This design comes from an exercise in tuning for small area on the open sky130 flow, not from production work. The RTL was checked by simulation tests, not by an equivalence proof against the original design. The clock port is modelled as an ideal driver; clocking choices that lean on that would not hold on a real chip. Power is estimated from default activity; no workload was simulated.

**flow/design.v**
```verilog
`timescale 1ns / 1ps
module ddr_main (
    input        clk,
    input        rst,
    input        btnU,
    input        btnD,
    input        btnL,
    input        btnR,
    input  [7:0] sw,
    output [7:0] led,
    output [6:0] seg,
    output [3:0] an
);
localparam [1:0] ST_GAME = 2'd0, ST_PAUSE = 2'd1, ST_RESET = 2'd2;
reg [1:0] state;
wire s_game  = (state == ST_GAME);
wire s_pause = (state == ST_PAUSE);
wire s_reset = (state == ST_RESET);
reg [2:1] pu, pd, pl, pr;    
reg pu0, pd0, pl0, pr0;      
reg isU, isD, isL, isR;      
always @(posedge clk)
    if (rst) begin
        pu <= 0; pd <= 0; pl <= 0; pr <= 0;
    end else begin
        pu <= {btnU, pu[2]};
        pd <= {btnD, pd[2]};
        pl <= {btnL, pl[2]};
        pr <= {btnR, pr[2]};
    end
always @(posedge clk) begin
    pu0 <= pu[1]; pd0 <= pd[1]; pl0 <= pl[1]; pr0 <= pr[1];
    isU <= ~pu0 & pu[1];
    isD <= ~pd0 & pd[1];
    isL <= ~pl0 & pl[1];
    isR <= ~pr0 & pr[1];
end
wire game_rst   = pr[2] | pr[1];
wire combo_hold = pl[2] | pl[1];
reg combo_en;    
always @(posedge clk) begin
    if (rst)
        state <= ST_RESET;
    else
        state <= sw[0] ? (game_rst ? ST_RESET : ST_PAUSE) : ST_GAME;
    combo_en <= sw[0] & combo_hold;
end
reg ddv, den;
reg [7:0] dv;
always @(posedge clk) begin
    if (rst || s_reset) begin
        den <= 1'b0;
        dv <= 8'd0;
    end else begin
        den <= ddv;
        if (den) dv <= dv + 8'd1;
    end
    ddv <= ~s_reset & ~ddv;
end
wire met  = |dv;                  
wire tick = (dv == 8'd1) & ddv;   
reg [6:0] rr;
reg nb;
always @(posedge clk)
    if (s_reset) begin
        rr <= sw[7:1];
        nb <= 1'b0;
    end else if (tick) begin
        nb <= ~(rr[6] ^ rr[5]);
        rr <= {nb, rr[6:1]};
    end
reg [3:0] next_mask;
always @* begin
    case (rr % 7'd11)
        7'd0:  next_mask = 4'b1000;
        7'd1:  next_mask = 4'b0100;
        7'd2:  next_mask = 4'b0010;
        7'd3:  next_mask = 4'b0001;
        7'd4:  next_mask = 4'b1100;
        7'd5:  next_mask = 4'b1010;
        7'd6:  next_mask = 4'b1001;
        7'd7:  next_mask = 4'b0110;
        7'd8:  next_mask = 4'b0101;
        7'd9:  next_mask = 4'b0011;
        default: next_mask = 4'b0000;
    endcase
end
reg [2:1] pm;    
reg pm0, isM;    
always @(posedge clk) begin
    if (rst)
        pm <= 0;
    else
        pm <= {met, pm[2]};
    pm0 <= pm[1];
    isM <= ~pm0 & pm[1];
end
reg [3:0] q0, q1, q2, q3;
always @(posedge clk)
    if (s_reset) begin
        q0 <= 0; q1 <= 0; q2 <= 0; q3 <= 0;
    end else if (s_game && isM) begin
        q3 <= q2; q2 <= q1; q1 <= q0; q0 <= next_mask;
    end
reg [3:0] keys;
reg hitC, hitI;
reg [3:0] k;
reg c, i;
always @* begin
    k = keys; c = hitC; i = hitI;
    if (isM) begin
        k = 4'd0; c = 1'b0; i = 1'b0;
    end
    if (s_game) begin
        if (met && !c && !i) begin
            if (isU) begin if (!k[3] && !(k[2]&k[1]) && !(k[2]&k[0]) && !(k[1]&k[0])) k[3] = 1'b1; else i = 1'b1; end
            if (isD) begin if (!k[2] && !(k[3]&k[1]) && !(k[3]&k[0]) && !(k[1]&k[0])) k[2] = 1'b1; else i = 1'b1; end
            if (isL) begin if (!k[1] && !(k[3]&k[2]) && !(k[3]&k[0]) && !(k[2]&k[0])) k[1] = 1'b1; else i = 1'b1; end
            if (isR) begin if (!k[0] && !(k[3]&k[2]) && !(k[3]&k[1]) && !(k[2]&k[1])) k[0] = 1'b1; else i = 1'b1; end
            if (k == q3)
                c = 1'b1;
            else if (k != 4'd0 && (k & ~q3) != 4'd0)
                i = 1'b1;
        end else if (!met) begin
            if (isU | isD | isL | isR) i = 1'b1;
            if (!i && !c) i = 1'b1;
        end
    end
end
always @(posedge clk)
    if (rst) begin
        keys <= 0; hitC <= 0; hitI <= 0;
    end else begin
        keys <= k; hitC <= c; hitI <= i;
    end
reg [2:1] pc, pi;     
reg pc0, pi0, isC, isI;   
always @(posedge clk) begin
    if (rst) begin
        pc <= 0; pi <= 0;
    end else begin
        pc <= {hitC, pc[2]};
        pi <= {hitI, pi[2]};
    end
    pc0 <= pc[1]; pi0 <= pi[1];
    isC <= ~pc0 & pc[1];
    isI <= ~pi0 & pi[1];
end
reg [4:0] sT, cT;
reg [3:0] sH, sE, sO, cH, cE, cO;
reg [1:0] mul;    
wire c_hi = (|cT) | (|cH);
wire ge4  = c_hi | (|cE) | cO[3] | cO[2];
wire ge10 = c_hi | (|cE);
wire ge15 = c_hi | cE[3] | cE[2] | cE[1] | (cE[0] & (cO[3] | (cO[2] & (cO[1] | cO[0]))));
reg [1:0] mul_n;
always @* begin
    mul_n = mul;
    if (isC) mul_n = ge15 ? 2'd3 : ge10 ? 2'd2 : ge4 ? 2'd1 : 2'd0;
    if (isI) mul_n = 2'd0;
end
function [4:0] binc;
    input [3:0] d;
    input e;
    begin
        binc[0] = d[0] ^ e;
        binc[1] = d[1] ^ (e & d[0] & ~d[3]);
        binc[2] = d[2] ^ (e & d[0] & d[1]);
        binc[3] = (d[3] & ~(e & d[0])) | (e & d[0] & d[1] & d[2]);
        binc[4] = e & d[0] & d[3];
    end
endfunction
function [4:0] tinc;
    input [4:0] t;
    input e;
    begin
        tinc[0] = t[0] ^ e;
        tinc[1] = t[1] ^ (e & t[0]);
        tinc[2] = t[2] ^ (e & t[0] & t[1]);
        tinc[3] = t[3] ^ (e & t[0] & t[1] & t[2]);
        tinc[4] = t[4] | (e & t[0] & t[1] & t[2] & t[3]);
    end
endfunction
wire       sadd = s_game & isC;
wire [3:0] addv = sadd ? (4'd1 << mul_n) : 4'd0;
wire [4:0] so_s = sO + addv;
wire       so_c = (so_s >= 5'd10);
wire [3:0] so_n = so_c ? so_s[3:0] - 4'd10 : so_s[3:0];
wire [4:0] se_i = binc(sE, so_c);
wire [4:0] sh_i = binc(sH, se_i[4]);
wire [4:0] st_n = tinc(sT, sh_i[4]);
wire [3:0] se_n = se_i[3:0];
wire [3:0] sh_n = sh_i[3:0];
wire s_wrap = st_n[4] & (sh_n == 4'd3) & se_n[3] & (se_n[0] | so_n[3] | so_n[2]);
wire [3:0] sw_o = se_n[0] ? so_n + 4'd6 : so_n - 4'd4;
wire cinc = s_game & isC;
wire cwrap = cT[4] & (cH == 4'd3) & (cE == 4'd8) & (cO == 4'd3);
wire [4:0] co_i = binc(cO, cinc);
wire [4:0] ce_i = binc(cE, co_i[4]);
wire [4:0] ch_i = binc(cH, ce_i[4]);
wire [4:0] ct_n = tinc(cT, ch_i[4]);
always @(posedge clk)
    if (rst || s_reset)
        mul <= 2'd0;
    else
        mul <= mul_n;
always @(posedge clk)
    if (s_reset) begin
        sT <= 0; sH <= 0; sE <= 0; sO <= 0;
        cT <= 0; cH <= 0; cE <= 0; cO <= 0;
    end else begin
        if (s_wrap) begin
            sT <= 0; sH <= 0; sE <= 0; sO <= sw_o;
        end else begin
            sT <= st_n; sH <= sh_n; sE <= se_n; sO <= so_n;
        end
        if (isI) begin
            cT <= 0; cH <= 0; cE <= 0; cO <= {3'b000, cinc};
        end else if (cinc & cwrap) begin
            cT <= 0; cH <= 0; cE <= 0; cO <= 0;
        end else begin
            cT <= ct_n; cH <= ch_i[3:0]; cE <= ce_i[3:0]; cO <= co_i[3:0];
        end
    end
reg dp2, dp1;    
reg disM;        
always @(posedge clk)
    if (rst) begin
        dp2 <= 0; dp1 <= 0;
    end else if (den) begin
        dp2 <= met;
        dp1 <= dp2;
    end
always @(posedge clk)
    if (den) disM <= ~dp1 & dp2;
reg dmode;            
reg [4:0] n0;
reg [3:0] n1, n2, n3;
reg [1:0] trk;
reg shown;
always @(posedge clk)
    if (rst) begin
        dmode <= 0; n0 <= 0; n1 <= 0; n2 <= 0; n3 <= 0;
        trk <= 0; shown <= 0;
    end else if (den) begin
        if (s_game && disM) begin
            dmode <= 1'b0;
            n0 <= {1'b0, q0}; n1 <= q1; n2 <= q2; n3 <= q3;
        end else if (s_pause) begin
            dmode <= 1'b1;
            if (combo_en) begin
                n0 <= cT; n1 <= cH; n2 <= cE; n3 <= cO;
            end else begin
                n0 <= sT; n1 <= sH; n2 <= sE; n3 <= sO;
            end
        end
        trk <= trk + 2'd1;
        shown <= 1'b1;
    end
reg [4:0] cur;
always @* begin
    case (trk)
        2'd0: cur = n0;
        2'd1: cur = {1'b0, n1};
        2'd2: cur = {1'b0, n2};
        default: cur = {1'b0, n3};
    endcase
end
reg [3:0] amask;
always @* begin
    if (!dmode) amask = cur[3:0];
    else case (cur)
        5'd10: amask = 4'b1000;
        5'd11: amask = 4'b0100;
        5'd12: amask = 4'b0010;
        5'd13: amask = 4'b0001;
        5'd14: amask = 4'b1100;
        5'd15: amask = 4'b1010;
        5'd16: amask = 4'b1001;
        default: amask = 4'b0000;
    endcase
end
reg [6:0] dseg;
always @* begin
    case (cur[3:0])
        4'd0: dseg = 7'b1000000;
        4'd1: dseg = 7'b1111001;
        4'd2: dseg = 7'b0100100;
        4'd3: dseg = 7'b0110000;
        4'd4: dseg = 7'b0011001;
        4'd5: dseg = 7'b0010010;
        4'd6: dseg = 7'b0000010;
        4'd7: dseg = 7'b1111000;
        4'd8: dseg = 7'b0000000;
        default: dseg = 7'b0011000;
    endcase
end
wire [6:0] aseg = {1'b1, ~amask[1], ~amask[1], ~amask[2], ~amask[0], ~amask[0], ~amask[3]};
wire is_digit = dmode & (cur < 5'd10);
assign seg = is_digit ? dseg : aseg;
assign an  = !shown ? 4'b1111 : ~(4'b1000 >> trk);
assign led = {4'b0001 << mul, hitC, hitI, state};
endmodule
```
**flow/standard.sh**
```bash
#!/bin/bash
# synth_recipe.tcl (not shown) runs the flow's synth.tcl, then flattens the netlist and writes it again
# the make line also repeats each setting of config.mk as NAME=value (left out here)
make -C /OpenROAD-flow-scripts/flow DESIGN_CONFIG=/design/flow/config.mk WORK_HOME=/design/flow/orfs CLKGATE_MAP_FILE= SYNTH_SCRIPT=/design/flow/synth_recipe.tcl "${@:-finish}"
```
**flow/flow/reopt.tcl**
```tcl
# Re-map the combinational logic of the standard synthesis netlist for area.
# Registers (and every other cell that is not plain combinational logic) are
# kept as they are, with their instance names.
yosys -import
set lib $::env(FLOW_HOME)/platforms/sky130hd/lib/sky130_fd_sc_hd__tt_025C_1v80.lib
set net $::env(REOPT_IN)
set out $::env(REOPT_OUT)
set script $::env(REOPT_ABC)

read_liberty -ignore_miss_func $lib
# keep every flip-flop, latch, delay cell and tie cell as it is
blackbox =sky130_fd_sc_hd__*df* =sky130_fd_sc_hd__*dl* =sky130_fd_sc_hd__conb_1
read_verilog $net
hierarchy -top ddr_main
flatten -wb
opt_clean -purge
tee -o $::env(REOPT_OUT).before.txt stat -liberty $lib
abc -liberty $lib -dont_use *probe* -dont_use *lpflow* -script $script
opt_clean -purge
splitnets
opt_clean -purge
hilomap -singleton -hicell sky130_fd_sc_hd__conb_1 HI -locell sky130_fd_sc_hd__conb_1 LO
insbuf -buf sky130_fd_sc_hd__buf_4 A X
opt_clean -purge
tee -o $::env(REOPT_OUT).after.txt stat -liberty $lib
check
write_verilog -noattr -nohex -nodec -selected $out
```
**flow/constraint.sdc**
```tcl
create_clock -name core_clock -period 16.0 [get_ports {clk}]
set_input_delay 3.2000 -clock core_clock [delete_from_list [all_inputs] [get_ports {clk}]]
set_output_delay 3.2000 -clock core_clock [all_outputs]
set_load 0.01 [all_outputs]
```
**flow/config.mk**
```make
export PLATFORM = sky130hd
export DESIGN_NAME = ddr_main
export DESIGN_NICKNAME = ddr_main
export VERILOG_FILES = /design/flow/design.v
export SDC_FILE = /design/flow/constraint.sdc
export NUM_CORES = 4
export LEC_CHECK = 0
export ABC_AREA = 1
export CAP_MARGIN = 20
export CORE_MARGIN = 2
export CORE_UTILIZATION = 80
export SLEW_MARGIN = 20
```
**flow/flow/run.sh**
```bash
#!/bin/bash
# Own layout flow: the standard synthesis, then an area re-mapping of the
# combinational logic (registers untouched), then the standard layout steps
# with the clock tree built without dummy loads.
set -euo pipefail
W=$(pwd)
R=$W/orfs/results/${FLOW_PLATFORM}/ddr_main/base
YOSYS=yosys
if ! command -v yosys >/dev/null 2>&1; then
  YOSYS=$FLOW_HOME/../tools/install/yosys/bin/yosys
fi

bash standard.sh synth > $W/log_synth.txt 2>&1
cp $R/1_2_yosys.v $W/standard_synth.v
REOPT_IN=$W/standard_synth.v REOPT_OUT=$W/reopt.v REOPT_ABC=$W/flow/area.abc \
  $YOSYS -c $W/flow/reopt.tcl > $W/log_reopt.txt 2>&1
cp $W/reopt.v $R/1_2_yosys.v
touch $R/1_2_yosys.v

CTS="-sink_clustering_enable -repair_clock_nets -dont_use_dummy_load"
CTS="$CTS -buf_list sky130_fd_sc_hd__clkbuf_8 -sink_clustering_size 40 -sink_clustering_max_diameter 200"
BUF="-inputs -outputs -buffer_cell sky130_fd_sc_hd__buf_1"
bash standard.sh "CTS_ARGS=$CTS" "BUFFER_PORTS_ARGS=$BUF" finish > $W/log_layout.txt 2>&1
```
**flow/flow/area.abc**
```
strash
balance; rewrite; refactor; balance; rewrite; rewrite -z; balance; refactor -z; rewrite -z; balance
balance; rewrite; refactor; balance; rewrite; rewrite -z; balance; refactor -z; rewrite -z; balance
dch -f
amap
```
==> metrics.csv, run 1 <==
metric,value,unit
status,"complete, no violations",
grt_pass1_vias,5188,
antenna_found_initial,0,
vias,5613,
path_class,reg2out,
maxCapViolCount,0,
path_max_fanout,9,
drt-total-wl,14900,um
peakVddDrop,0.0956,mV
hp-class,reg2reg,
powerDensity,103,nW/um^2
post-place-ws,10.09,ns
routed_via_density,6.65,
layout-drive-gt1-share,2.67,%
dr.pass1.iters,9,
post_drt_wl_per_cell,17.7,um
crit_chain,"clkinv_1, nor2_1, a222oi_1, o21ai_0, clkinv_1, o21ai_0, nor2_1, o22ai_1, o311a_1, a31o_1, buf_1",
clk-insertion-delay-late,0.44,ns
fp.dieArea,7790,sq um
cts_tree,yes,
numPortBuffers,32,
end_kind,output pin,
netlist_instances,700,
fin_worst_skew,0.0197,ns
cp_slowest_stage_delay,0.39,ns
fin_crit_sh,40.5,%
initial_core_util,83.1,%
worst_pin_slew,0.897,ns
coreArea,6830,sq um
p_leak,0.00211,uW
cp_data_required_time,12.80,ns
clk_pin_slew_worst_paths,0.07,ns
grt_pass1_wl,23600,um
rsz0062_at_grt,false,
cp_num_buf_inv,3,
fin_tns_setup,0,ns
fin_ws,9.52,ns
startpoint_type,flip-flop,
antennaDiodeCount,0,
gp_congestion,1.00,
rows,30,
synth_area,5680,sq um
fin_crit,6.48,ns
drtAntennaViolNets,0,
drv_slew,0,
layout.cells.non_filler,844,
hold_buffers,0,
post_cts_buffers,0,
cts_root_buf,clkbuf_8,
numCtsBuffers,17,
hold_violations,0,
areaGrowthSynthToFinish,8.22,%
clock_path_buffers,2,
cp.arrival,3.28,ns
grt-ovfl-total,0,
finalSetupViolations,0,
syn_area_per_cell,8.11,sq um
slew_headroom,39.6,%
grt_max_degree,31,
crit_slowest_cell,dfxtp_1,
dp_hpwl,10300,um
crit_family,compound AO/OA/AOI/OAI gates,
grt.total_usage,39.7,%
post-route-util,90.0,%
die_w,88.3,um
synth_fp_nets,714,
max_freq,0.154,GHz
htreeDepth,4,
yosys_warnings,1,
drc_errors,0,
pin_count,33,
dp.cells,827,
numClockSinks,131,
drt-initial-drc-count,801,
die_h,88.3,um
fin_nets,764,
cts_resized,0,
area by class of cell:
class,instances,area [sq um]
inverters,83,312
multi-input cells,482,2640
fillers,334,686
flip-flops and latches,131,2700
well taps,96,120
repair buffers,35,143
clock buffers,17,234
power by group:
part           internal (uW)  switching (uW)  total [uW]
Combinational           28.7            59.6        88.4
Sequential               338            5.79         344
Clock                   93.2             106         199
cell usage in the layout, fill, tap and decap left out, drive strengths merged, types with 13 or more instances in the layout:
| master | instances |
|---|---|
| dfxtp | 123 |
| a21oi | 66 |
| a211oi | 13 |
| nand2 | 34 |
| o221a | 13 |
| nor2b | 26 |
| o221ai | 14 |
| buf | 35 |
| o21ai | 57 |
| clkbuf | 17 |
| clkinv | 83 |
| nor2 | 133 |
| nor3 | 29 |
sequential cells by signal (all words and copies together) (netlist names), 5 cells and up:
| register | count |
|---|---|
| dv | 8 |
| rr | 7 |
| cT | 5 |
| n0 | 5 |
| sT | 5 |
worst paths after layout:
kind | startpoint | to | slack (ns) | cells past startpoint
worst max-delay path | trk[0] | seg[0] | 9.52 | 11
worst min-delay path | pm[1] | pm0 | 0.35 | 0
worst max register to register | isC | sH[2] | 10.03 | 25
worst min register to register | pm[1] | pm0 | 0.35 | 0
stage by stage:
step,instance area (sq um),hold WS (ns),power [uW]
2_1_floorplan,5680,0.324,413
3_3_place_gp,5910,0.327,427
3_5_place_dp,5910,0.335,434
4_1_cts,6150,0.355,625
5_1_grt,6150,0.364,651
6_report,6150,0.352,631
metal layers:
metal  part of all wire (%)  routed length, um  global-route usage [%]  up-vias
met5                      0                  0                       0        -
met4                    5.1                762                    19.7        0
met3                     10               1540                    13.6      101
met2                     47               7010                    66.1      399
met1                     37               5590                    45.7     2515
li1                       -                  -                       -     2598
worst reg2reg max path: cells and delay by family (launching register included):
family	cells	cell delay, ns
DFF	1	0.33
AOI/OAI and AO/OA	5	1.35
buffers and inverters	4	0.68
and+or+nand+nor	16	3.49
==> inputs of run 2 (changes only) <==
--- a/flow/config.mk
+++ b/flow/config.mk
@@ -10,3 +10,3 @@
 export CORE_MARGIN = 2
-export CORE_UTILIZATION = 80
+export CORE_UTILIZATION = 60
 export SLEW_MARGIN = 20
==> run 2 against run 1 <==
  * Still clean on timing, DRC and antenna
  * Sequential share of layout area fell by 0.13 points
  * Die area rose by 32%
  * Core utilization fell by 23 points
  * Largest power group unchanged
==> metrics.csv, run 2 <==
metric,value,unit,change
status,"complete, no violations",,
grt_max_degree,30,,-3.2%
die_h,101,um,+15%
numPortBuffers,32,,unchanged
finalSetupViolations,0,,unchanged
fin_worst_skew,0.0282,ns,+0.00853 ns
fin_ws,9.67,ns,+0.153 ns
slew_headroom,38.7,%,-0.87 points
path_max_fanout,9,,unchanged
clk_pin_slew_worst_paths,0.08,ns,about the same
hp-class,reg2reg,,
cts_resized,0,,unchanged
syn_area_per_cell,8.11,sq um,unchanged
synth_fp_nets,714,,unchanged
numClockSinks,131,,unchanged
drtAntennaViolNets,0,,unchanged
maxCapViolCount,0,,unchanged
dr.pass1.iters,7,,-2
startpoint_type,flip-flop,,
fin_crit,6.33,ns,-0.153 ns
powerDensity,101,nW/um^2,-1.4%
pin_count,33,,unchanged
synth_area,5680,sq um,unchanged
fin_crit_sh,39.5,%,-0.96 points
post-route-util,67.0,%,-23 points
layout_common_cells,"133 x nor2_1, 123 x dfxtp_1, 83 x clkinv_1",,
initial_core_util,61.8,%,-21 points
p_int,460,uW,about the same
routed_via_density,6.09,,-8.5%
worst_pin_slew,0.910,ns,+0.0129 ns
post_drt_wl_per_cell,15.5,um,-12%
netlist_instances,700,,unchanged
clock_path_buffers,2,,unchanged
drv_slew,0,,unchanged
grt_pass1_vias,4856,,-6.4%
vias,5228,,-6.9%
end_kind,output pin,,
swShare,26.4,%,-0.82 points
grt_pass1_wl,22300,um,-5.6%
comb_power_share,13.3,%,-0.7 points
cts_tree,yes,,
rr_worst_depth,24,,-4.0%
nFillCells,813,,+140%
largest_reg_flops,8,,unchanged
dp_hpwl,9660,um,-6.1%
die_w,101,um,+15%
rsz0062_at_grt,false,,
numCtsBuffers,17,,unchanged
grt-ovfl-total,0,,unchanged
gp_congestion,0.996,,-0.77%
htreeDepth,4,,unchanged
hold_violations,0,,unchanged
layout-drive-gt1-share,2.67,%,unchanged
drc_errors,0,,unchanged
fp.dieArea,10300,sq um,+32%
cp_data_required_time,12.80,ns,about the same
antenna_found_initial,0,,unchanged
clk-insertion-delay-late,0.44,ns,about the same
p_clk_share,31.7,%,about the same
whs_path_depth,0,,unchanged
drt-total-wl,13300,um,-10%
drt-initial-drc-count,346,,-57%
post-place-ws,10.18,ns,+0.0874 ns
path_class,reg2out,,
mostFrequentLayoutCell,nor2_1,,
p_switching,165,uW,-4.1%
max_freq,0.158,GHz,+2.4%
rows,35,,+17%
cp.arrival,3.13,ns,-0.15 ns
yosys_warnings,1,,unchanged
fin_nets,764,,unchanged
antennaDiodeCount,0,,unchanged
areaGrowthSynthToFinish,8.55,%,
fin_tns_setup,0,ns,unchanged
top_regs,"dv (8), rr (7)",,
power.share.sequential,55.0,%,+0.6 points
grt.total_usage,27.8,%,-12 points
peakVddDrop,0.0978,mV,+2.2%
p_leak,0.00211,uW,unchanged
largest-register,dv,,
coreArea,9200,sq um,+35%
post_cts_buffers,0,,unchanged
cts_root_buf,clkbuf_8,,
hold_buffers,0,,unchanged
run 2: area by class of cell:
| cell class | instances | area (sq um) | share of cell area (%) |
|---|---|---|---|
| clock buffers | 17 | 234 | 3.80 |
| inverters | 83 | 312 | 5.05 |
| multi-input cells | 482 | 2640 | 42.7 |
| flip-flops and latches | 131 | 2700 | 43.8 |
| well taps | 111 | 139 | 2.25 |
| repair buffers | 35 | 143 | 2.31 |
run 2: worst paths after layout:
path / endpoint / slack, ns / startpoint
worst min register to register: pm0 / 0.33 / pm[1]
worst min-delay path: pm0 / 0.33 / pm[1]
worst max register to register: sT[2] / 10.43 / cT[2]
worst max-delay path: seg[0] / 9.67 / trk[0]
run 2: stage by stage:
stage	hold slack (ns)	cells	instance area [sq um]	power, uW
2_1_floorplan	0.324	700	5680	413
5_1_grt	0.347	859	6160	653
6_report	0.334	859	6160	624
4_1_cts	0.340	859	6160	626
3_3_place_gp	0.329	842	5930	429
3_5_place_dp	0.332	842	5930	432
run 2: metal layers:
metal | track usage, % | wire length (um)
met1 | 36.1 | 6090
met2 | 44.1 | 6110
met5 | 0 | 0
met3 | 6.76 | 766
met4 | 12.5 | 378
run 2: power by group through the flow:
stage	sequential [uW]	clock (uW)	combinational, uW
floorplan	349	0	64.8
finish	343	198	83.3
global route	344	214	95.1
CTS	343	201	82.7
detailed placement	350	0	82.1
global placement	350	0	79.5
run 2: critical path, cell delays in order, from the launching register on:
cell and delay (ns):
dfxtp_1 0.40, clkinv_1 0.13, nor2_1 0.27, a222oi_1 0.15, o21ai_0 0.37, clkinv_1 0.25
o21ai_0 0.34, nor2_1 0.17, o22ai_1 0.18, o311a_1 0.18, a31o_1 0.10, buf_1 0.15
==> inputs of run 3 (changes only) <==
--- a/flow/flow/run.sh
+++ b/flow/flow/run.sh
@@ -22,2 +22,3 @@
 BUF="-inputs -outputs -buffer_cell sky130_fd_sc_hd__buf_1"
-bash standard.sh "CTS_ARGS=$CTS" "BUFFER_PORTS_ARGS=$BUF" finish > $W/log_layout.txt 2>&1
+bash standard.sh "CTS_ARGS=$CTS" "BUFFER_PORTS_ARGS=$BUF" \
+  "PRE_CTS_TCL=$W/flow/pre_cts.tcl" "CLK_SLEW_TARGET=0.100" ${STOP_AT:-finish} > $W/log_layout.txt 2>&1
==> flow/flow/downsize.tcl (new file) <==
# Downsize clock tree buffers while every register clock pin keeps a slew
# below the target (placement parasitics).
proc clk_max_slew {} {
  set mx 0
  foreach pin [get_pins -hierarchical */CLK] {
    foreach rf {rise fall} {
      set s [get_property $pin slew_max_$rf]
      if {$s > $mx} {set mx $s}
    }
  }
  return $mx
}
proc downsize_clock_buffers {target} {
  set db [ord::get_db]
  set block [ord::get_db_block]
  set sizes {sky130_fd_sc_hd__clkbuf_1 sky130_fd_sc_hd__clkbuf_2 sky130_fd_sc_hd__clkbuf_4 sky130_fd_sc_hd__clkbuf_8 sky130_fd_sc_hd__clkbuf_16}
  set bufs {}
  foreach inst [$block getInsts] {
    set m [[$inst getMaster] getName]
    if {[string match "clkbuf_*" [$inst getName]] && [lsearch $sizes $m] >= 0} {
      lappend bufs $inst
    }
  }
  # leaves first (their output nets drive registers)
  set changed 1
  while {$changed} {
    set changed 0
    foreach inst $bufs {
      set m [[$inst getMaster] getName]
      set i [lsearch $sizes $m]
      if {$i <= 0} continue
      set smaller [lindex $sizes [expr {$i - 1}]]
      $inst swapMaster [$db findMaster $smaller]
      estimate_parasitics -placement
      if {[clk_max_slew] > $target} {
        $inst swapMaster [$db findMaster $m]
        estimate_parasitics -placement
      } else {
        set changed 1
      }
    }
  }
  puts "clock buffer downsizing done: max clock pin slew [clk_max_slew]"
}
==> flow/flow/pre_cts.tcl (new file) <==
# Hook sourced by ORFS's cts.tcl before clock tree synthesis: after the
# standard clock_tree_synthesis, shrink clock buffers that have slew margin.
source [file join [file dirname [info script]] downsize.tcl]
rename clock_tree_synthesis orfs_clock_tree_synthesis
proc clock_tree_synthesis {args} {
  orfs_clock_tree_synthesis {*}$args
  set_propagated_clock [all_clocks]
  estimate_parasitics -placement
  puts "clock buffers before downsizing: max clock pin slew [clk_max_slew]"
  downsize_clock_buffers $::env(CLK_SLEW_TARGET)
}
--- a/flow/config.mk
+++ b/flow/config.mk
@@ -10,3 +10,3 @@
 export CORE_MARGIN = 2
-export CORE_UTILIZATION = 60
+export CORE_UTILIZATION = 75
 export SLEW_MARGIN = 20
==> run 3 against run 2 <==
  * Still clean
  * Critical path depth stayed put
  * Combinational power is 3.4% higher
  * Flip-flop and latch count unchanged
  * Synthesized area is the same
  * Non-clock buffer count fell by 1
  * Design area decreased by 1.6%
  * Via count grew 4.1%
  * Setup slack worse by 0.13 ns
  * Die area fell by 19%
  * Sequential share of layout area is 0.72 points higher
  * Critical path type unchanged
==> metrics.csv, run 3 <==
metric,value,unit,change
whs_path_depth,0,,unchanged
min-delay-start,pm[1],,
dp_hpwl,10000,um,+3.9%
cts_resized,0,,unchanged
antennaDiodeCount,0,,unchanged
top_regs,"dv (8), rr (7)",,
die_w,91.0,um,-10%
mostFrequentLayoutCell,nor2_1,,
p_int,419,uW,-8.9%
initial_core_util,77.9,%,+16 points
path_max_fanout,9,,unchanged
vias,5443,,+4.1%
antenna_found_initial,0,,unchanged
die_h,91.0,um,-10%
max_freq,0.155,GHz,-2.0%
p_switching,164,uW,about the same
drc_errors,0,,unchanged
grt_pass1_wl,23500,um,+5.6%
yosys_warnings,1,,unchanged
path_class,reg2out,,
rows,31,,-11%
netlist_instances,700,,unchanged
dr.pass1.iters,6,,-1
drt-initial-drc-count,582,,+68%
post-route-util,83.2,%,+16 points
rrSetupSlack,10.00,ns,-0.43 ns
synth_area,5680,sq um,unchanged
post_cts_buffers,0,,unchanged
routed_via_density,6.43,,+5.7%
r2r-start,isC,,
finalSetupViolations,0,,unchanged
post_dp_cell_area,5920,sq um,-0.25%
min_to,pm0,,
hold_violations,0,,unchanged
fin_tns_setup,0,ns,unchanged
gp_congestion,0.989,,-0.64%
slew_headroom,34.6,%,-4.1 points
grt-ovfl-total,0,,unchanged
numClockSinks,131,,unchanged
cp.arrival,3.25,ns,+0.12 ns
end_kind,output pin,,
fp.dieArea,8280,sq um,-19%
rr_worst_depth,25,,+4.2%
peakVddDrop,0.0843,mV,-14%
status,"complete, no violations",,
grt_max_degree,30,,unchanged
p_clk_share,26.4,%,-5.3 points
clk_pin_slew_worst_paths,0.10,ns,+0.02 ns
numCtsBuffers,17,,unchanged
maxCapViolCount,0,,unchanged
largest-register,dv,,
synth_fp_nets,714,,unchanged
drv_slew,0,,unchanged
syn_area_per_cell,8.11,sq um,unchanged
grt_pass1_vias,5206,,+7.2%
areaGrowthSynthToFinish,6.79,%,
pin_count,33,,unchanged
hp-class,reg2reg,,
coreArea,7290,sq um,-21%
swShare,28.2,%,+1.8 points
fin_worst_skew,0.0449,ns,+0.0167 ns
comb_power_share,14.8,%,+1.5 points
numPortBuffers,32,,unchanged
clk-insertion-delay-late,0.54,ns,+0.10 ns
powerDensity,96.2,nW/um^2,-5.1%
fin_crit_sh,40.3,%,+0.79 points
r2r-end,sT[3],,
worst_pin_slew,0.970,ns,+0.0603 ns
largest_reg_flops,8,,unchanged
hold_slack,0.350,ns,+0.0165 ns
fin_crit,6.45,ns,+0.126 ns
drtAntennaViolNets,0,,unchanged
startpoint_type,flip-flop,,
cts_tree,yes,,
grt.total_usage,35.0,%,+7.2 points
layout_common_cells,"133 x nor2_1, 123 x dfxtp_1, 83 x clkinv_1",,
fin_nets,763,,-0.13%
layout-drive-gt1-share,2.68,%,+0.0036 points
dp.cells,829,,-1.5%
hold_buffers,0,,unchanged
p_leak,0.00207,uW,-1.9%
power.share.sequential,58.8,%,+3.8 points
drt-total-wl,14000,um,+4.7%
cp_data_required_time,12.80,ns,about the same
rsz0062_at_grt,false,,
layout.cells.non_filler,846,,-1.5%
post_drt_wl_per_cell,16.5,um,+6.3%
stdcell_area,6060,sq um,-1.6%
[run 3: worst max path at each step]
stage                         to  depth (start not counted)  slack, ns   start
final                     seg[0]                         11       9.55  trk[0]
after floorplan           seg[3]                         10      10.62  trk[0]
after CTS                 seg[0]                         11       9.61  trk[0]
after detailed placement  seg[0]                         11      10.18  trk[0]
after global placement    seg[0]                         11      10.39  trk[0]
after global routing      seg[0]                          9       9.26  trk[1]
[run 3: power groups by stage]
stage                     sequential (uW)  clock [uW]  combinational [uW]
after floorplan                       349           0                64.8
after global placement                350           0                77.9
after detailed placement              350           0                83.6
after CTS                             343         152                84.2
after global routing                  344         165                96.1
final                                 343         154                86.1
[run 3: final cells by class]
| cell class | count | area [sq um] |
|---|---|---|
| Clock buffer | 17 | 139 |
| Fill cell | 507 | 1230 |
| Inverter | 83 | 312 |
| Multi-Input combinational cell | 482 | 2650 |
| Sequential cell | 131 | 2700 |
| Tap cell | 99 | 124 |
| Timing Repair Buffer | 34 | 135 |
[run 3: critical path, cell delays in order, from the launching register on]
cell,delay [ns]
dfxtp_1,0.41
clkinv_1,0.13
nor2_1,0.28
a222oi_1,0.16
o21ai_0,0.39
clkinv_1,0.25
o21ai_0,0.35
nor2_1,0.17
o22ai_1,0.18
o311a_1,0.19
a31o_1,0.10
buf_1,0.15
[run 3: per-stage QoR]
stage                     power, uW  worst slack, ns
final                           583             9.55
after global routing            605             9.26
after CTS                       579             9.61
after detailed placement        434            10.18
after global placement          428            10.39
after floorplan                 413            10.62
[run 3: layer usage]
layer | vias up | track usage, % | share of wire [%]
li1 | 2597 | - | -
met1 | 2509 | 44.5 | 41
met2 | 287 | 57.6 | 47
met3 | 50 | 9.21 | 8.3
met4 | 0 | 12.9 | 3.0
met5 | - | 0 | 0
==> inputs of run 4 (changes only) <==
--- a/flow/flow/run.sh
+++ b/flow/flow/run.sh
@@ -14,3 +14,3 @@
 cp $R/1_2_yosys.v $W/standard_synth.v
-REOPT_IN=$W/standard_synth.v REOPT_OUT=$W/reopt.v REOPT_ABC=$W/flow/area.abc \
+REOPT_IN=$W/standard_synth.v REOPT_OUT=$W/reopt.v REOPT_ABC="$W/flow/area.abc $W/flow/area_lut.abc $W/flow/area_deep.abc" \
   $YOSYS -c $W/flow/reopt.tcl > $W/log_reopt.txt 2>&1
==> flow/flow/area_deep.abc (new file) <==
strash
balance; rewrite; refactor; balance; rewrite; rewrite -z; balance; refactor -z; rewrite -z; balance
&get -n
&deepsyn -T 20
&put
dch -f
amap
==> flow/flow/area_lut.abc (new file) <==
strash
balance; rewrite; refactor; balance; rewrite; rewrite -z; balance; refactor -z; rewrite -z; balance
balance; rewrite; refactor; balance; rewrite; rewrite -z; balance; refactor -z; rewrite -z; balance
dch -f
if -K 4 -a
strash
dch -f
amap
--- a/flow/flow/reopt.tcl
+++ b/flow/flow/reopt.tcl
@@ -7,3 +7,3 @@
 set out $::env(REOPT_OUT)
-set script $::env(REOPT_ABC)
+set scripts $::env(REOPT_ABC)
 
@@ -17,3 +17,22 @@
 tee -o $::env(REOPT_OUT).before.txt stat -liberty $lib
-abc -liberty $lib -dont_use *probe* -dont_use *lpflow* -script $script
+design -save base
+# map with each script given and keep the smallest result
+set best_area 1e18
+foreach script $scripts {
+  design -load base
+  abc -liberty $lib -dont_use *probe* -dont_use *lpflow* -script $script
+  opt_clean -purge
+  tee -q -o $out.try.txt stat -liberty $lib
+  set fh [open $out.try.txt r]
+  set txt [read $fh]
+  close $fh
+  regexp {Chip area for module '\\ddr_main': ([0-9.]+)} $txt -> area
+  puts "REOPT script $script area $area"
+  if {$area < $best_area} {
+    set best_area $area
+    design -save best
+  }
+}
+design -load best
+puts "REOPT best area $best_area"
 opt_clean -purge
==> run 4 against run 3 <==
  * Register-to-register slack lost 0.03 ns
  * Sequential share of layout area grew 0.84 points
  * Sequential power grew 3%
  * Critical path depth grew 3
  * Setup slack lost 0.57 ns
  * Via count shrank 0.33%
  * Routed wire length grew 2.7%
  * Non-clock buffer count is the same
  * Core utilization shrank 0.67 points
  * Critical path type unchanged
  * Largest cell class unchanged
==> metrics.csv, run 4 <==
metric,value,unit,change
path_class,reg2out,,
dr.pass1.iters,6,,unchanged
peakVddDrop,0.101,mV,+20%
drc_errors,0,,unchanged
fin_crit,7.02,ns,+0.568 ns
fin_tns_setup,0,ns,unchanged
drtAntennaViolNets,0,,unchanged
mostFrequentLayoutCell,nor2_1,,
maxCapViolCount,0,,unchanged
layout_common_cells,"127 x nor2_1, 123 x dfxtp_1, 115 x clkinv_1",,
grt_pass1_vias,5135,,-1.4%
synth_fp_nets,712,,-0.28%
coreArea,7210,sq um,-1.1%
die_h,90.2,um,-0.88%
hold_slack,0.334,ns,-0.0160 ns
numCtsBuffers,17,,unchanged
numPortBuffers,32,,unchanged
post_cts_buffers,0,,unchanged
fp.dieArea,8140,sq um,-1.8%
cp.arrival,3.82,ns,+0.57 ns
grt-ovfl-total,0,,unchanged
max_freq,0.142,GHz,-8.1%
path_max_fanout,8,,-1
startpoint_type,flip-flop,,
slew_headroom,28.5,%,-6.1 points
hold_violations,0,,unchanged
post_drt_wl_per_cell,17.0,um,+2.9%
fin_crit_sh,43.9,%,+3.6 points
pin_count,33,,unchanged
gp_congestion,1.05,,+6.6%
antenna_found_initial,0,,unchanged
dp_hpwl,10400,um,+3.7%
initial_core_util,77.3,%,-0.60 points
routed_via_density,6.43,,about the same
fin_worst_skew,0.0614,ns,+0.0165 ns
end_kind,output pin,,
largest-register,dv,,
drt-total-wl,14300,um,+2.7%
status,"complete, no violations",,
rsz0062_at_grt,false,,
vias,5425,,-0.33%
syn_area_per_cell,7.99,sq um,-1.5%
p_leak,0.00201,uW,-2.9%
fin_nets,761,,-0.26%
yosys_warnings,1,,unchanged
rows,31,,unchanged
worst_pin_slew,1.07,ns,+0.0973 ns
drt-initial-drc-count,638,,+9.6%
synth_area,5580,sq um,-1.8%
cts_tree,yes,,
areaGrowthSynthToFinish,6.75,%,about the same
grt.total_usage,37.0,%,+1.9 points
clk_pin_slew_worst_paths,0.11,ns,about the same
largest_reg_flops,8,,unchanged
layout-drive-gt1-share,2.68,%,+0.0072 points
cp_data_required_time,12.80,ns,about the same
clk-insertion-delay-late,0.70,ns,+0.16 ns
total_power,617,uW,+5.8%
rrSetupSlack,9.97,ns,-0.03 ns
antennaDiodeCount,0,,unchanged
grt_pass1_wl,24200,um,+2.7%
top_regs,"dv (8), rr (7)",,
finalSetupViolations,0,,unchanged
powerDensity,104,nW/um^2,+7.8%
drv_slew,0,,unchanged
grt_max_degree,26,,-13%
cts_resized,0,,unchanged
numClockSinks,131,,unchanged
hold_buffers,0,,unchanged
hp-class,reg2reg,,
die_w,90.2,um,-0.88%
netlist_instances,698,,-0.29%
[run 4: layout make-up]
cell class	count	area (sq um)
sequential	131	2700
multi-input combinational	448	2420
fill	476	1260
inverter	115	432
clock buffer	17	143
timing repair buffer	34	135
tap	99	124
[run 4: worst max-delay path: stages (launching register included)]
cell and delay, ns:
dfxtp_1 0.44, clkinv_1 0.20, nand2_1 0.22, o22ai_1 0.11, nor2_1 0.22, clkinv_1 0.28, nand2_1 0.21, nor3_1 0.09
a21oi_1 0.12, nor2_1 0.08, a2111oi_0 0.49, nor2_1 0.14, o211a_1 0.23, nor3_1 0.14, buf_1 0.17
[run 4: routing by layer]
metal	global-route usage [%]	vias up	share of wire [%]
li1	-	2563	-
met1	48.5	2441	41
met2	61.3	361	47
met3	7.96	60	9.7
met4	12.1	0	2.8
met5	0	-	0
[run 4: worst paths after layout]
kind	start	to	cells after the start
max	trk[0]	seg[3]	14
min	pd[1]	pd0	0
max reg2reg	isC	sT[1]	21
min reg2reg	pd[1]	pd0	0
[run 4: power by group]
part | switching [uW] | internal, uW | leakage, uW
logic | 74.2 | 34.0 | 0.000848
registers | 11.7 | 343 | 0.00107
clock network | 101 | 53.9 | 0.0000868
total | 187 | 430 | 0.00201
[run 4: per-stage QoR]
stage | std cells | worst slack, ns | instance area (sq um) | util [%]
floorplan | 698 | 10.35 | 5580 | -
global placement | 827 | 10.05 | 5810 | 80.5
detailed placement | 827 | 9.91 | 5810 | 80.5
CTS | 844 | 9.18 | 5950 | 82.5
global route | 844 | 8.75 | 5950 | 82.5
finish | 844 | 8.98 | 5950 | 82.5
==> inputs of run 5 (changes only) <==
--- a/flow/design.v
+++ b/flow/design.v
@@ -37,6 +37,5 @@
 end
-wire game_rst   = pr[2] | pr[1];
-wire combo_hold = pl[2] | pl[1];
-reg combo_en;    
-always @(posedge clk) begin
+wire game_rst = pr[2] | pr[1];
+wire combo_en = pl[1] | pl0;
+always @(posedge clk)
     if (rst)
@@ -45,4 +44,2 @@
         state <= sw[0] ? (game_rst ? ST_RESET : ST_PAUSE) : ST_GAME;
-    combo_en <= sw[0] & combo_hold;
-end
 reg ddv, den;
@@ -55,3 +52,3 @@
         den <= ddv;
-        if (den) dv <= dv + 8'd1;
+        if (den) dv <= {dv[6:0], dv[7] ^ dv[5] ^ dv[4] ^ dv[3] ^ (dv[6:0] == 7'd0)};
     end
@@ -72,2 +69,3 @@
 reg [3:0] next_mask;
+wire [3:0] next_nmask = ~next_mask;
 always @* begin
@@ -100,6 +98,7 @@
     if (s_reset) begin
-        q0 <= 0; q1 <= 0; q2 <= 0; q3 <= 0;
+        q0 <= 4'hf; q1 <= 4'hf; q2 <= 4'hf; q3 <= 4'hf;
     end else if (s_game && isM) begin
-        q3 <= q2; q2 <= q1; q1 <= q0; q0 <= next_mask;
+        q3 <= q2; q2 <= q1; q1 <= q0; q0 <= next_nmask;
     end
+wire [3:0] arrow = ~q3;
 reg [3:0] keys;
@@ -119,5 +118,5 @@
             if (isR) begin if (!k[0] && !(k[3]&k[2]) && !(k[3]&k[1]) && !(k[2]&k[1])) k[0] = 1'b1; else i = 1'b1; end
-            if (k == q3)
+            if (k == arrow)
                 c = 1'b1;
-            else if (k != 4'd0 && (k & ~q3) != 4'd0)
+            else if (k != 4'd0 && (k & q3) != 4'd0)
                 i = 1'b1;
@@ -242,3 +241,3 @@
     if (rst) begin
-        dmode <= 0; n0 <= 0; n1 <= 0; n2 <= 0; n3 <= 0;
+        dmode <= 0; n0 <= 5'h0f; n1 <= 4'hf; n2 <= 4'hf; n3 <= 4'hf;
         trk <= 0; shown <= 0;
@@ -268,14 +267,14 @@
 end
-reg [3:0] amask;
+reg [3:0] namask;
 always @* begin
-    if (!dmode) amask = cur[3:0];
+    if (!dmode) namask = cur[3:0];
     else case (cur)
-        5'd10: amask = 4'b1000;
-        5'd11: amask = 4'b0100;
-        5'd12: amask = 4'b0010;
-        5'd13: amask = 4'b0001;
-        5'd14: amask = 4'b1100;
-        5'd15: amask = 4'b1010;
-        5'd16: amask = 4'b1001;
-        default: amask = 4'b0000;
+        5'd10: namask = 4'b0111;
+        5'd11: namask = 4'b1011;
+        5'd12: namask = 4'b1101;
+        5'd13: namask = 4'b1110;
+        5'd14: namask = 4'b0011;
+        5'd15: namask = 4'b0101;
+        5'd16: namask = 4'b0110;
+        default: namask = 4'b1111;
     endcase
@@ -297,3 +296,3 @@
 end
-wire [6:0] aseg = {1'b1, ~amask[1], ~amask[1], ~amask[2], ~amask[0], ~amask[0], ~amask[3]};
+wire [6:0] aseg = {1'b1, namask[1], namask[1], namask[2], namask[0], namask[0], namask[3]};
 wire is_digit = dmode & (cur < 5'd10);
--- a/flow/flow/run.sh
+++ b/flow/flow/run.sh
@@ -14,4 +14,28 @@
 cp $R/1_2_yosys.v $W/standard_synth.v
-REOPT_IN=$W/standard_synth.v REOPT_OUT=$W/reopt.v REOPT_ABC="$W/flow/area.abc $W/flow/area_lut.abc $W/flow/area_deep.abc" \
-  $YOSYS -c $W/flow/reopt.tcl > $W/log_reopt.txt 2>&1
+# Re-map the combinational logic with several ABC scripts in parallel and
+# keep the smallest netlist.
+R2="balance; rewrite; refactor; balance; rewrite; rewrite -z; balance; refactor -z; rewrite -z; balance"
+mkdir -p $W/reopt
+SCRIPTS="$W/flow/area.abc $W/flow/area_lut.abc"
+for seed in ${DEEP_SEEDS:-1 2 3 4 5 6 7 8 9 10}; do
+  printf "strash\n$R2\n&get -n\n&deepsyn -S $seed -T ${DEEP_T:-40}\n&put\ndch -f\namap\n" > $W/reopt/deep$seed.abc
+  SCRIPTS="$SCRIPTS $W/reopt/deep$seed.abc"
+done
+n=0
+for sc in $SCRIPTS; do
+  n=$((n+1))
+  REOPT_IN=$W/standard_synth.v REOPT_OUT=$W/reopt/r$n.v REOPT_ABC=$sc \
+    $YOSYS -c $W/flow/reopt.tcl > $W/reopt/log_r$n.txt 2>&1 &
+  if (( n % ${NUM_CORES:-4} == 0 )); then wait; fi
+done
+wait
+best=""
+best_area=1e18
+for f in $W/reopt/r*.v; do
+  a=$(sed -n "s/.*Chip area for module '.ddr_main': \([0-9.]*\).*/\1/p" $f.after.txt)
+  echo "$f $a" >> $W/log_reopt.txt
+  if awk "BEGIN{exit !($a < $best_area)}"; then best=$f; best_area=$a; fi
+done
+echo "best $best $best_area" >> $W/log_reopt.txt
+cp $best $W/reopt.v
 cp $W/reopt.v $R/1_2_yosys.v
@@ -23,2 +47,2 @@
 bash standard.sh "CTS_ARGS=$CTS" "BUFFER_PORTS_ARGS=$BUF" \
-  "PRE_CTS_TCL=$W/flow/pre_cts.tcl" "CLK_SLEW_TARGET=0.100" ${STOP_AT:-finish} > $W/log_layout.txt 2>&1
+  "PRE_CTS_TCL=$W/flow/pre_cts.tcl" "CLK_SLEW_TARGET=0.090" ${STOP_AT:-finish} > $W/log_layout.txt 2>&1
--- a/flow/config.mk
+++ b/flow/config.mk
@@ -10,3 +10,3 @@
 export CORE_MARGIN = 2
-export CORE_UTILIZATION = 75
+export CORE_UTILIZATION = 88
 export SLEW_MARGIN = 20
removed: flow/flow/area_deep.abc
==> run 5 against run 4 <==
  * The run now fails in global placement without I/O (3_1_place_gp_skip_io)
  * Synthesized area is 2.1% lower
  * Synthesized cell count fell by 2.6%
==> metrics.csv, run 5 <==
metric,value,unit,change
status,aborted with a tool error,,
lastStage,global placement without I/O (3_1_place_gp_skip_io),,
error_message,[ERROR GPL-0301] Utilization 105.084 % exceeds 100%.,,
rows,28,,-9.7%
yosys_warnings,1,,unchanged
syn_area_per_cell,8.02,sq um,+0.46%
initial_core_util,91.6,%,+14 points
synth_area,5460,sq um,-2.1%
synth_fp_nets,694,,-2.5%
die_h,82.7,um,-8.3%
die_w,82.7,um,-8.3%
netlist_instances,680,,-2.6%
==> inputs of run 6 (changes only) <==
--- a/flow/config.mk
+++ b/flow/config.mk
@@ -10,3 +10,3 @@
 export CORE_MARGIN = 2
-export CORE_UTILIZATION = 88
+export CORE_UTILIZATION = 75
 export SLEW_MARGIN = 20
==> run 6 against run 5 <==
  * Now clean on timing, DRC and antenna
  * Synthesized area is the same
  * Synthesized cell count unchanged
==> metrics.csv, run 6 <==
metric,value,unit,change
path_class,reg2out,,
fin_worst_skew,0.0339,ns,
pin_count,33,,
yosys_warnings,1,,unchanged
hold_violations,0,,
fin_ws,9.31,ns,
drc_errors,0,,
netlist_instances,680,,unchanged
post_cts_buffers,0,,
top_regs,"dv (8), rr (7)",,
drv_slew,0,,
hold_buffers,0,,
die_h,89.3,um,+7.9%
antennaDiodeCount,0,,
largest-register,dv,,
antenna_found_initial,0,,
layout_common_cells,"136 x nor2_1, 122 x dfxtp_1, 96 x clkinv_1",,
largest_reg_flops,8,,
numClockSinks,130,,
numPortBuffers,32,,
gp_congestion,0.966,,
path_max_fanout,9,,
fin_tns_setup,0,ns,
vias,5152,,
drt-initial-drc-count,537,,
die_w,89.3,um,+7.9%
fin_crit,6.69,ns,
startpoint_type,flip-flop,,
rsz0062_at_grt,false,,
post_drt_wl_per_cell,16.3,um,
drtAntennaViolNets,0,,
grt_pass1_vias,4650,,
cp.arrival,3.49,ns,
maxCapViolCount,0,,
mostFrequentLayoutCell,nor2_1,,
post-place-ws,10.02,ns,
cts_tree,yes,,
areaGrowthSynthToFinish,6.93,%,
nFillCells,506,,
fp.dieArea,7970,sq um,
drt-total-wl,13400,um,
cp_data_required_time,12.80,ns,
grt_pass1_wl,20900,um,
grt.total_usage,34.7,%,
coreArea,7140,sq um,
peakVddDrop,0.0798,mV,
end_kind,output pin,,
layout-drive-gt1-share,2.48,%,
rows,31,,+11%
status,"complete, no violations",,
fin_crit_sh,41.8,%,
syn_area_per_cell,8.02,sq um,unchanged
max_freq,0.149,GHz,
clk-insertion-delay-late,0.54,ns,
grt-ovfl-total,0,,
slew_headroom,49.5,%,
grt_max_degree,31,,
cts_resized,0,,
hp-class,reg2reg,,
routed_via_density,6.24,,
powerDensity,95.3,nW/um^2,
synth_fp_nets,694,,unchanged
dr.pass1.iters,8,,
initial_core_util,76.5,%,-15 points
post-route-util,81.7,%,
finalSetupViolations,0,,
dp_hpwl,9730,um,
worst_pin_slew,0.753,ns,
synth_area,5460,sq um,unchanged
clk_pin_slew_worst_paths,0.08,ns,
numCtsBuffers,17,,
fin_nets,742,,
p_leak,0.00198,uW,
==> run 6: cell type report <==
class	count	area [sq um]	share of cell area, %
sequential	130	2680	46.0
multi-input combinational	450	2380	40.9
inverter	96	360	6.18
clock buffer	17	156	2.68
tap	99	124	2.12
timing repair buffer	33	128	2.19
==> run 6: where the power goes <==
group / switching (uW) / internal (uW)
clock network: 99.3 / 60.1
registers: 6.03 / 334
logic: 38.0 / 18.0
total: 143 / 413
==> run 6: path summary, 6_finish.rpt <==
check	end	slack (ns)	depth (start not counted)	start
min	pi0	0.33	0	pi[1]
min reg2reg	pi0	0.33	0	pi[1]
max reg2reg	sO[1]	11.02	23	cT[0]
max	seg[1]	9.31	12	trk[1]
==> run 6: through the flow <==
stage | cell area [sq um] | std cells | hold slack, ns | power (uW)
after CTS | 5830 | 825 | 0.329 | 553
after global placement | 5680 | 808 | 0.328 | 399
final | 5830 | 825 | 0.325 | 556
after detailed placement | 5680 | 808 | 0.333 | 402
after floorplan | 5460 | 680 | 0.324 | 387
after global routing | 5830 | 825 | 0.339 | 576
==> run 6: worst max-delay path, cell delays in order (launching register included) <==
cell	delay (ns)
dfxtp_1	0.48
clkinv_1	0.22
nand2_1	0.18
o221ai_1	0.13
a31oi_1	0.41
clkinv_1	0.28
or3_1	0.43
nor2_1	0.15
a22oi_1	0.09
o21ai_0	0.19
nor2_1	0.12
a21oi_1	0.13
buf_1	0.16
==> run 6: metal layers <==
layer | GRT usage (%) | up-vias | part of all wire, %
met5 | 0 | - | 0
met4 | 13.8 | 0 | 2.0
met3 | 8.68 | 27 | 9.0
met2 | 57.6 | 236 | 48
met1 | 43.5 | 2392 | 41
li1 | - | 2497 | -
==> inputs of run 7 (changes only) <==
--- a/flow/flow/run.sh
+++ b/flow/flow/run.sh
@@ -19,4 +19,4 @@
 SCRIPTS="$W/flow/area.abc $W/flow/area_lut.abc"
-for seed in ${DEEP_SEEDS:-1 2 3 4 5 6 7 8 9 10}; do
-  printf "strash\n$R2\n&get -n\n&deepsyn -S $seed -T ${DEEP_T:-40}\n&put\ndch -f\namap\n" > $W/reopt/deep$seed.abc
+for seed in ${DEEP_SEEDS:-$(seq 1 22)}; do
+  printf "strash\n$R2\n&get -n\n&deepsyn -S $seed -T ${DEEP_T:-30}\n&put\ndch -f\namap\n" > $W/reopt/deep$seed.abc
   SCRIPTS="$SCRIPTS $W/reopt/deep$seed.abc"
@@ -47,2 +47,2 @@
 bash standard.sh "CTS_ARGS=$CTS" "BUFFER_PORTS_ARGS=$BUF" \
-  "PRE_CTS_TCL=$W/flow/pre_cts.tcl" "CLK_SLEW_TARGET=0.090" ${STOP_AT:-finish} > $W/log_layout.txt 2>&1
+  "PRE_CTS_TCL=$W/flow/pre_cts.tcl" "CLK_SLEW_TARGET=0.095" ${STOP_AT:-finish} > $W/log_layout.txt 2>&1
==> run 7 against run 6 <==
  * Still clean on timing, DRC and antenna
  * Clock power hardly changed
  * Flip-flop and latch count stayed put
  * Sequential share of layout area hardly changed
  * Combinational power hardly changed
  * Worst hold slack hardly changed
  * First-iteration DRC count is 6.3% lower
  * Maximum frequency is 0.27% lower
==> metrics.csv, run 7 <==
metric,value,unit,change
cp.arrival,3.51,ns,+0.02 ns
die_w,89.3,um,unchanged
antennaDiodeCount,0,,unchanged
coreArea,7140,sq um,unchanged
grt_max_degree,31,,unchanged
rrSetupSlack,10.94,ns,-0.08 ns
areaGrowthSynthToFinish,6.81,%,
routed_via_density,6.28,,+0.49%
initial_core_util,76.5,%,unchanged
grt_pass1_wl,20900,um,-0.26%
largest-register,dv,,
worst_pin_slew,0.738,ns,-0.0146 ns
mostFrequentLayoutCell,nor2_1,,
antenna_found_initial,0,,unchanged
powerDensity,94.8,nW/um^2,-0.52%
fin_crit_sh,42.0,%,+0.11 points
crit_path_end,seg[1],,
rows,31,,unchanged
finalSetupViolations,0,,unchanged
r2r-end,sO[1],,
fin_crit,6.71,ns,+0.0178 ns
peakVddDrop,0.0799,mV,+0.20%
maxCapViolCount,0,,unchanged
top_regs,"dv (8), rr (7)",,
startpoint_type,flip-flop,,
slew_headroom,50.5,%,+0.98 points
cp_slowest_stage_delay,0.48,ns,about the same
dr.pass1.iters,6,,-2
post_drt_wl_per_cell,16.2,um,about the same
crit_slowest_cell,dfxtp_1,,
drc_errors,0,,unchanged
rr_worst_depth,23,,unchanged
drtAntennaViolNets,0,,unchanged
cp_data_required_time,12.80,ns,about the same
layout-drive-gt1-share,2.48,%,unchanged
fin_worst_skew,0.0503,ns,+0.0164 ns
p_switching,142,uW,-0.61%
numClockSinks,130,,unchanged
path_max_fanout,9,,unchanged
rsz0062_at_grt,false,,
p_int,410,uW,-0.64%
status,"complete, no violations",,
p_leak,0.00197,uW,-0.13%
hold_slack,0.325,ns,-0.0000300 ns
startpoint,trk[1],,
numPortBuffers,32,,unchanged
swShare,25.8,%,about the same
layout_common_cells,"136 x nor2_1, 122 x dfxtp_1, 96 x clkinv_1",,
crit_chain,"clkinv_1, nand2_1, o221ai_1, a31oi_1, clkinv_1, or3_1, nor2_1, a22oi_1, o21ai_0, nor2_1, a21oi_1, buf_1",,
dp_hpwl,9730,um,unchanged
cts_tree,yes,,
drt-initial-drc-count,503,,-6.3%
power.share.sequential,61.6,%,+0.4 points
synth_fp_nets,694,,unchanged
drv_slew,0,,unchanged
path_class,reg2out,,
yosys_warnings,1,,unchanged
clk-insertion-delay-late,0.55,ns,about the same
synth_area,5460,sq um,unchanged
p_clk_share,28.3,%,-0.4 points
netlist_instances,680,,unchanged
fin_tns_setup,0,ns,unchanged
drt-total-wl,13400,um,about the same
largest_reg_flops,8,,unchanged
grt-ovfl-total,0,,unchanged
syn_area_per_cell,8.02,sq um,unchanged
pin_count,33,,unchanged
hold_violations,0,,unchanged
numCtsBuffers,17,,unchanged
comb_power_share,10.1,%,about the same
cts_resized,0,,unchanged
die_h,89.3,um,unchanged
fp.dieArea,7970,sq um,unchanged
hold_buffers,0,,unchanged
grt_pass1_vias,4634,,-0.34%
hp-class,reg2reg,,
vias,5177,,+0.49%
end_kind,output pin,,
r2r-start,cT[1],,
clk_pin_slew_worst_paths,0.08,ns,about the same
post_cts_buffers,0,,unchanged
gp_congestion,0.966,,unchanged
max_freq,0.149,GHz,-0.27%
nFillCells,508,,+0.40%
fin_nets,742,,unchanged
grt.total_usage,34.6,%,-0.078 points
-- run 7: power by group through the flow --
stage	registers, uW	clock network (uW)	logic, uW
global placement	347	0	51.3
finish	340	156	55.9
global route	341	169	62.6
floorplan	346	0	40.9
CTS	340	155	54.9
detailed placement	348	0	54.7
-- run 7: area by class of cell --
cell class | instances | area [sq um] | share of cell area, %
flip-flops and latches | 130 | 2680 | 46.0
multi-input cells | 450 | 2380 | 40.9
inverters | 96 | 360 | 6.18
clock buffers | 17 | 150 | 2.58
repair buffers | 33 | 128 | 2.19
well taps | 99 | 124 | 2.13
-- run 7: worst min-delay path by stage --
stage | startpoint | to | slack, ns | cells past startpoint
6_report | pi[1] | pi0 | 0.33 | 0
5_1_grt | pi[1] | pi0 | 0.34 | 0
4_1_cts | pi[1] | pi0 | 0.33 | 0
3_5_place_dp | pc[1] | pc0 | 0.33 | 0
3_3_place_gp | pu[1] | pu0 | 0.33 | 0
2_1_floorplan | pc[1] | pc0 | 0.32 | 0
-- run 7: worst max-delay path, delay by kind of cell (launching register included) --
family | cells | cell delay [ns]
AO/OA/AOI/OAI | 5 | 0.97
AND/OR/NAND/NOR | 4 | 0.89
buffers and inverters | 3 | 0.65
flip-flops | 1 | 0.48
-- run 7: per-stage QoR --
step	setup WS, ns	instances	power (uW)	cell area (sq um)	util, %
after floorplan	10.48	680	387	5460	-
after detailed placement	10.02	808	402	5680	79.6
final	9.29	825	552	5830	81.7
after global routing	9.13	825	573	5830	81.7
after CTS	9.45	825	550	5830	81.7
after global placement	10.18	808	399	5680	79.6
-- run 7: routing by layer --
layer  wire length [um]  GRT usage (%)  part of all wire (%)
met4                236           13.2                   1.8
met3               1160           8.59                   8.6
met5                  0              0                     0
met1               5590           43.4                    42
met2               6420           57.8                    48
==> inputs of run 8 (changes only) <==
--- a/flow/design.v
+++ b/flow/design.v
@@ -20,3 +20,3 @@
 reg pu0, pd0, pl0, pr0;      
-reg isU, isD, isL, isR;      
+reg isUn, isDn, isLn, isRn;  
 always @(posedge clk)
@@ -32,7 +32,8 @@
     pu0 <= pu[1]; pd0 <= pd[1]; pl0 <= pl[1]; pr0 <= pr[1];
-    isU <= ~pu0 & pu[1];
-    isD <= ~pd0 & pd[1];
-    isL <= ~pl0 & pl[1];
-    isR <= ~pr0 & pr[1];
+    isUn <= pu0 | ~pu[1];
+    isDn <= pd0 | ~pd[1];
+    isLn <= pl0 | ~pl[1];
+    isRn <= pr0 | ~pr[1];
 end
+wire isU = ~isUn, isD = ~isDn, isL = ~isLn, isR = ~isRn;
 wire game_rst = pr[2] | pr[1];
@@ -45,3 +46,4 @@
 reg ddv, den;
-reg [7:0] dv;
+reg [7:0] dvn;    
+wire [7:0] dv = ~dvn;
 always @(posedge clk) begin
@@ -49,6 +51,6 @@
         den <= 1'b0;
-        dv <= 8'd0;
+        dvn <= 8'hff;
     end else begin
         den <= ddv;
-        if (den) dv <= {dv[6:0], dv[7] ^ dv[5] ^ dv[4] ^ dv[3] ^ (dv[6:0] == 7'd0)};
+        if (den) dvn <= ~{dv[6:0], dv[7] ^ dv[5] ^ dv[4] ^ dv[3] ^ (dv[6:0] == 7'd0)};
     end
@@ -103,3 +105,4 @@
 wire [3:0] arrow = ~q3;
-reg [3:0] keys;
+reg [3:0] keysn;    
+wire [3:0] keys = ~keysn;
 reg hitC, hitI;
@@ -130,8 +133,8 @@
     if (rst) begin
-        keys <= 0; hitC <= 0; hitI <= 0;
+        keysn <= 4'hf; hitC <= 0; hitI <= 0;
     end else begin
-        keys <= k; hitC <= c; hitI <= i;
+        keysn <= ~k; hitC <= c; hitI <= i;
     end
 reg [2:1] pc, pi;     
-reg pc0, pi0, isC, isI;   
+reg pc0, pi0, isCn, isIn;   
 always @(posedge clk) begin
@@ -144,8 +147,10 @@
     pc0 <= pc[1]; pi0 <= pi[1];
-    isC <= ~pc0 & pc[1];
-    isI <= ~pi0 & pi[1];
+    isCn <= pc0 | ~pc[1];
+    isIn <= pi0 | ~pi[1];
 end
+wire isC = ~isCn, isI = ~isIn;
 reg [4:0] sT, cT;
 reg [3:0] sH, sE, sO, cH, cE, cO;
-reg [1:0] mul;    
+reg [1:0] muln;   
+wire [1:0] mul = ~muln;
 wire c_hi = (|cT) | (|cH);
@@ -202,5 +207,5 @@
     if (rst || s_reset)
-        mul <= 2'd0;
+        muln <= 2'b11;
     else
-        mul <= mul_n;
+        muln <= ~mul_n;
 always @(posedge clk)
@@ -237,3 +242,4 @@
 reg [3:0] n1, n2, n3;
-reg [1:0] trk;
+reg [1:0] trkn;    
+wire [1:0] trk = ~trkn;
 reg shown;
@@ -242,3 +248,3 @@
         dmode <= 0; n0 <= 5'h0f; n1 <= 4'hf; n2 <= 4'hf; n3 <= 4'hf;
-        trk <= 0; shown <= 0;
+        trkn <= 2'b11; shown <= 0;
     end else if (den) begin
@@ -255,3 +261,3 @@
         end
-        trk <= trk + 2'd1;
+        trkn <= ~(trk + 2'd1);
         shown <= 1'b1;
==> run 8 against run 7 <==
  * Flip-flop and latch count stayed put
  * First-iteration DRC count is 69% higher
  * Largest cell class unchanged
  * Setup slack better by 0.10 ns
  * Via count is 0.21% lower
  * Critical path type unchanged
  * Highest routed layer unchanged
  * Register-to-register slack worse by 0.10 ns
==> metrics.csv, run 8 <==
metric,value,unit,change
status,"complete, no violations",,
coreArea,6870,sq um,-3.8%
drv_slew,0,,unchanged
grt_pass1_vias,4764,,+2.8%
areaGrowthSynthToFinish,6.95,%,
peakVddDrop,0.0831,mV,+3.9%
fin_crit,6.61,ns,-0.101 ns
fp.dieArea,7900,sq um,-0.94%
grt_max_degree,24,,-23%
end_kind,output pin,,
startpoint_type,flip-flop,,
top_regs,"dvn (8), rr (7)",,
max_freq,0.151,GHz,+1.5%
grt_pass1_wl,22100,um,+5.7%
die_h,88.9,um,-0.47%
initial_core_util,78.7,%,+2.2 points
nFillCells,435,,-14%
cts_tree,yes,,
maxCapViolCount,0,,unchanged
hp-class,reg2reg,,
cp_data_required_time,12.80,ns,about the same
drc_errors,0,,unchanged
dr.pass1.iters,8,,+2
p_leak,0.00203,uW,+2.9%
mostFrequentLayoutCell,nor2_1,,
clk_pin_slew_worst_paths,0.09,ns,about the same
path_class,reg2out,,
total_power,558,uW,+1.1%
post_cts_buffers,0,,unchanged
crit_family,compound AO/OA/AOI/OAI gates,,
hold_violations,0,,unchanged
hold_buffers,0,,unchanged
netlist_instances,654,,-3.8%
layout-drive-gt1-share,2.71,%,+0.23 points
fin_worst_skew,0.0392,ns,-0.0111 ns
crit_chain,"clkinv_1, nor2_1, a22o_1, a221oi_1, nand2_1, nor2_1, nor2_1, a22oi_1, nor4_1, a21oi_1, nand2_1, o21ai_0, buf_1",,
cp_num_buf_inv,2,,-1
rows,30,,-3.2%
fin_tns_setup,0,ns,unchanged
drt-total-wl,13700,um,+2.2%
grt-ovfl-total,0,,unchanged
drtAntennaViolNets,0,,unchanged
post_dp_cell_area,5630,sq um,-0.88%
stdcell_area,5780,sq um,-0.86%
syn_area_per_cell,8.26,sq um,+3.0%
largest-register,dvn,,
synth_area,5400,sq um,-0.99%
numCtsBuffers,17,,unchanged
routed_via_density,6.48,,+3.3%
finalSetupViolations,0,,unchanged
cts_resized,0,,unchanged
cp_slowest_stage_delay,0.62,ns,+0.14 ns
cp_common_cell,nor2_1,,
slew_headroom,32.3,%,-18 points
fin_nets,717,,-3.4%
grt.total_usage,36.9,%,+2.3 points
rsz0062_at_grt,false,,
numClockSinks,130,,unchanged
powerDensity,96.6,nW/um^2,+1.9%
antennaDiodeCount,0,,unchanged
largest_reg_flops,8,,unchanged
synth_fp_nets,668,,-3.7%
path_max_fanout,7,,-2
worst_pin_slew,1.01,ns,+0.273 ns
layout_common_cells,"127 x nor2_1, 122 x dfxtp_1, 76 x clkinv_1",,
fin_crit_sh,41.3,%,-0.63 points
vias,5166,,-0.21%
numPortBuffers,32,,unchanged
antenna_found_initial,0,,unchanged
dp_hpwl,10300,um,+5.5%
die_w,88.9,um,-0.47%
pin_count,33,,unchanged
drt-initial-drc-count,850,,+69%
gp_congestion,0.975,,+0.97%
yosys_warnings,1,,unchanged
cp.arrival,3.41,ns,-0.10 ns
crit_slowest_cell,a221oi_1,,
post_drt_wl_per_cell,17.2,um,+5.8%
clk-insertion-delay-late,0.68,ns,+0.13 ns
[run 8: area by class of cell]
class	count	area (sq um)	share of cell area [%]
Timing Repair Buffer	34	135	2.34
Clock buffer	17	150	2.60
Tap cell	96	120	2.08
Inverter	76	285	4.94
Multi-Input combinational cell	444	2400	41.6
Sequential cell	130	2680	46.4
[run 8: worst paths after layout]
check	slack, ns	to	start	depth (start not counted)
min	0.35	pm0	pm[1]	0
min reg2reg	0.35	pm0	pm[1]	0
max	9.39	seg[5]	trkn[0]	13
max reg2reg	10.84	sO[1]	cT[2]	23
[run 8: layer usage]
| layer | vias to the layer above | GRT usage [%] | share of wire, % |
|---|---|---|---|
| li1 | 2441 | - | - |
| met1 | 2334 | 45.5 | 39 |
| met2 | 323 | 58.6 | 46 |
| met3 | 68 | 10.2 | 11 |
| met4 | 0 | 20.5 | 4.7 |
| met5 | - | 0 | 0 |
[run 8: through the flow]
step / utilization [%] / cells / hold slack (ns) / setup slack [ns]
5_1_grt: 84.1 / 797 / 0.365 / 9.10
4_1_cts: 84.1 / 797 / 0.353 / 9.43
3_5_place_dp: 81.9 / 780 / 0.329 / 10.17
6_report: 84.1 / 797 / 0.349 / 9.39
3_3_place_gp: 81.9 / 780 / 0.327 / 10.37
2_1_floorplan: - / 654 / 0.324 / 10.51
[run 8: power by group]
group,internal [uW],switching [uW]
logic,21.1,42.7
registers,335,6.21
clock network,57.4,95.9

## re-timing with driven ports
No port has a modelled driver above. Below, the same layouts with a new extraction and two added sets of constraints.
Step 1: set_driving_cell puts a clkbuf_16 on clk and a buf_2 on each other input, an assumption about the parent block.
Step 2 adds t to the input delays and takes it off the output delays; t is the mean of the earliest and latest rising clock arrival at the registers after step 1. Input paths then give back, and output paths get back, about the clock's delay inside the block.
a / b / c = ideal ports / drivers / drivers and shift; a / b = the first two.
| run | shift t [ns] | slack for setup (ns) | latest minus earliest clock arrival (ns) | worst register clock-pin slew, ns | pins driven straight from the clock port |
|---|---|---|---|---|---|
| run 1 | 0.466 | 9.521 / 9.488 / 9.953 | 0.021 / 0.021 | 0.07 / 0.07 | 1 |
| run 2 | 0.463 | 9.674 / 9.641 / 10.104 | 0.028 / 0.028 | 0.08 / 0.08 | 1 |
| run 3 | 0.547 | 9.548 / 9.516 / 10.004 | 0.045 / 0.045 | 0.11 / 0.11 | 1 |
| run 4 | 0.700 | 8.980 / 8.948 / 9.647 | 0.062 / 0.061 | 0.12 / 0.12 | 1 |
| run 6 | 0.558 | 9.305 / 9.273 / 9.831 | 0.034 / 0.034 | 0.10 / 0.10 | 1 |
| run 7 | 0.557 | 9.287 / 9.255 / 9.812 | 0.051 / 0.050 | 0.10 / 0.10 | 1 |
| run 8 | 0.696 | 9.388 / 9.356 / 10.052 | 0.039 / 0.039 | 0.10 / 0.10 | 1 |
After both steps setup and hold are still met in every run listed.
